What follows belongs to an exercise in optimizing a design on an open flow for small area and a short achievable clock period; a production flow would make more cautious choices.
Function was checked by simulation only, so behaviour that the tests miss may differ from the original.

## north
// Project
module Project(
      input clock,
      input reset,
      output [7:0]  imem_addr,
      input  [15:0] imem_data,
      output [15:0] dmem_addr,
      output [15:0] dmem_wdata,
      output        dmem_we,
      input  [15:0] dmem_rdata,
      output        wb_en,
      output [2:0]  wb_dest,
      output [15:0] wb_data
  );
  wire stall_n;
  wire zero;
  reg  [7:0]  pc;
  reg  [15:0] ir;         
  reg         id_jmp;     
  reg  [2:0]  id_src2;    
  reg         id_br;      
  wire [3:0]  if_op = imem_data[15:12];
  wire [7:0]  br8 = {{2{ir[5]}}, ir[5:0]};
  wire [7:0]  pc_inc = pc + 8'd1;
  wire [7:0]  pc_next = id_jmp ? br8 : id_br ? pc_inc + br8 : pc_inc;
  always @(posedge clock) begin
    if (reset) begin
      pc <= 8'd0;
      ir[15:3] <= 13'd0;
      id_jmp <= 1'b0;
      id_src2 <= 3'd0;
      id_br <= 1'b0;
    end else if (stall_n) begin
      pc <= pc_next;
      ir[15:3] <= imem_data[15:3];
      id_jmp <= if_op == 4'd14;
      id_src2 <= (if_op == 4'd12) ? imem_data[11:9] : imem_data[5:3];
      id_br <= (if_op == 4'd13) & zero;
    end
  end
  always @(posedge clock)
    if (stall_n) ir[2:0] <= imem_data[2:0];
  wire [3:0] op = ir[15:12];
  wire [2:0] rd = ir[11:9];
  wire [2:0] rs = ir[8:6];
  wire [2:0] src2 = id_src2;
  reg        ex_wb, mem_wb, wb_wb;
  reg [2:0]  ex_rd, mem_rd, wb_rd;
  function hit(input [2:0] r, input e1, input [2:0] d1, input e2, input [2:0] d2, input e3, input [2:0] d3);
    hit = (r != 3'd0) & ((e1 & (r == d1)) | (e2 & (r == d2)) | (e3 & (r == d3)));
  endfunction
  assign stall_n = ~(hit(rs, ex_wb, ex_rd, mem_wb, mem_rd, wb_wb, wb_rd) |
                     hit(src2, ex_wb, ex_rd, mem_wb, mem_rd, wb_wb, wb_rd) |
                     hit(rd, ex_wb, ex_rd, mem_wb, mem_rd, wb_wb, wb_rd));
  reg [127:16] regs;    
  reg [7:1]  valid;
  reg [15:0] wb_val;
  wire [7:1] wen;
  genvar k;
  generate
  ...
For scale: about 1600 cells after synthesis, roughly 280 flip-flops, about 95 I/O pins.
export LEC_CHECK = 0
export CAP_MARGIN = 20
export CORE_MARGIN = 2
export CORE_UTILIZATION = 60
export CTS_BUF_LIST = sky130_fd_sc_hd__clkbuf_8
export CTS_CLUSTER_DIAMETER = 100
export CTS_CLUSTER_SIZE = 14
export SLEW_MARGIN = 20
export TNS_END_PERCENT = 0
create_clock -name core_clock -period 8.0 [get_ports {clock}]
standard.sh (not shown) runs the stock make flow with config.mk's settings and CLKGATE_MAP_FILE= SYNTH_SCRIPT=/design/flow/synth_recipe.tcl, a recipe that flattens the netlist after the stock synthesis.
==> flow/flow/run.sh <==
#!/bin/bash
set -euo pipefail
export SETUP_SLACK_MARGIN=5.45
export BUFFER_PORTS_ARGS="-buffer_cell sky130_fd_sc_hd__buf_1"
bash standard.sh > standard.log 2>&1
--- input diff north..south ---
Settings: changing CTS_CLUSTER_SIZE from 14 to 20; removing CTS_CLUSTER_DIAMETER (formerly 100).
## What came out
Sequential cell count of south is on par with north.
As of south, via count had risen slightly compared to north.
What north reported for clock-buffer cell count has to be multiplied by 2.4 to get the figure for south.
Post-synthesis to final-layout area growth sits higher in south than in north.
Changes in east relative to south:
Settings: CTS_CLUSTER_DIAMETER now 100, previously not set; CTS_CLUSTER_SIZE now 14, was 20.
diff --git a/flow/flow/run.sh b/flow/flow/run.sh
--- a/flow/flow/run.sh
+++ b/flow/flow/run.sh
@@ -3 +3 @@
-export SETUP_SLACK_MARGIN=5.45
+export SETUP_SLACK_MARGIN=5.55
Results
- The critical-path cell with the highest stage delay comes out sky130_fd_sc_hd__dfxtp_2 in one run and sky130_fd_sc_hd__dfxtp_4 in the other, namely in south and east respectively.
- east packs its core more loosely than south.
- Between south and east, the multi-input gate area in the final layout figures differ only marginally.
- Relative to south, the met3 routing resource usage after global routing of east is lower by 0.21 points.
- Re count of port buffers added during placement: no difference whatsoever between east and south.
- Count of clock-buffer cells in the layout on east is down relative to south.

-- afterwards: timing with drivers on the ports --
Ports are ideal in the flow. The routed layouts listed here were re-timed in OpenROAD. Step 1 assumes that a clkbuf_16 drives the clock port and a buf_2 every other input. Step 2, shift: input delay + t, output delay - t, t = (earliest + latest rising clock arrival at the registers) / 2. This alone moves slack from input paths to output paths. Slacks: ideal ports / drivers / drivers and shift; pairs: ideal ports / drivers.
run | shift t [ns] | setup WS [ns] | slew at the worst register clock pin (ns) | worst slew at a driven data input, ns | cell pins on the clock port's net
north | 0.635 | 5.232 / 5.186 / 4.896 | 0.11 / 0.11 | 0.04 | 1
south | 0.614 | 5.277 / 5.227 / 4.900 | 0.07 / 0.07 | 0.03 | 1
east | 0.633 | 5.238 / 5.192 / 4.953 | 0.11 / 0.11 | 0.03 | 1
After both steps every run listed still meets setup and hold. For south, which loses most, drivers alone change the setup slack by -0.050 ns; drivers and shift together by -0.377 ns.
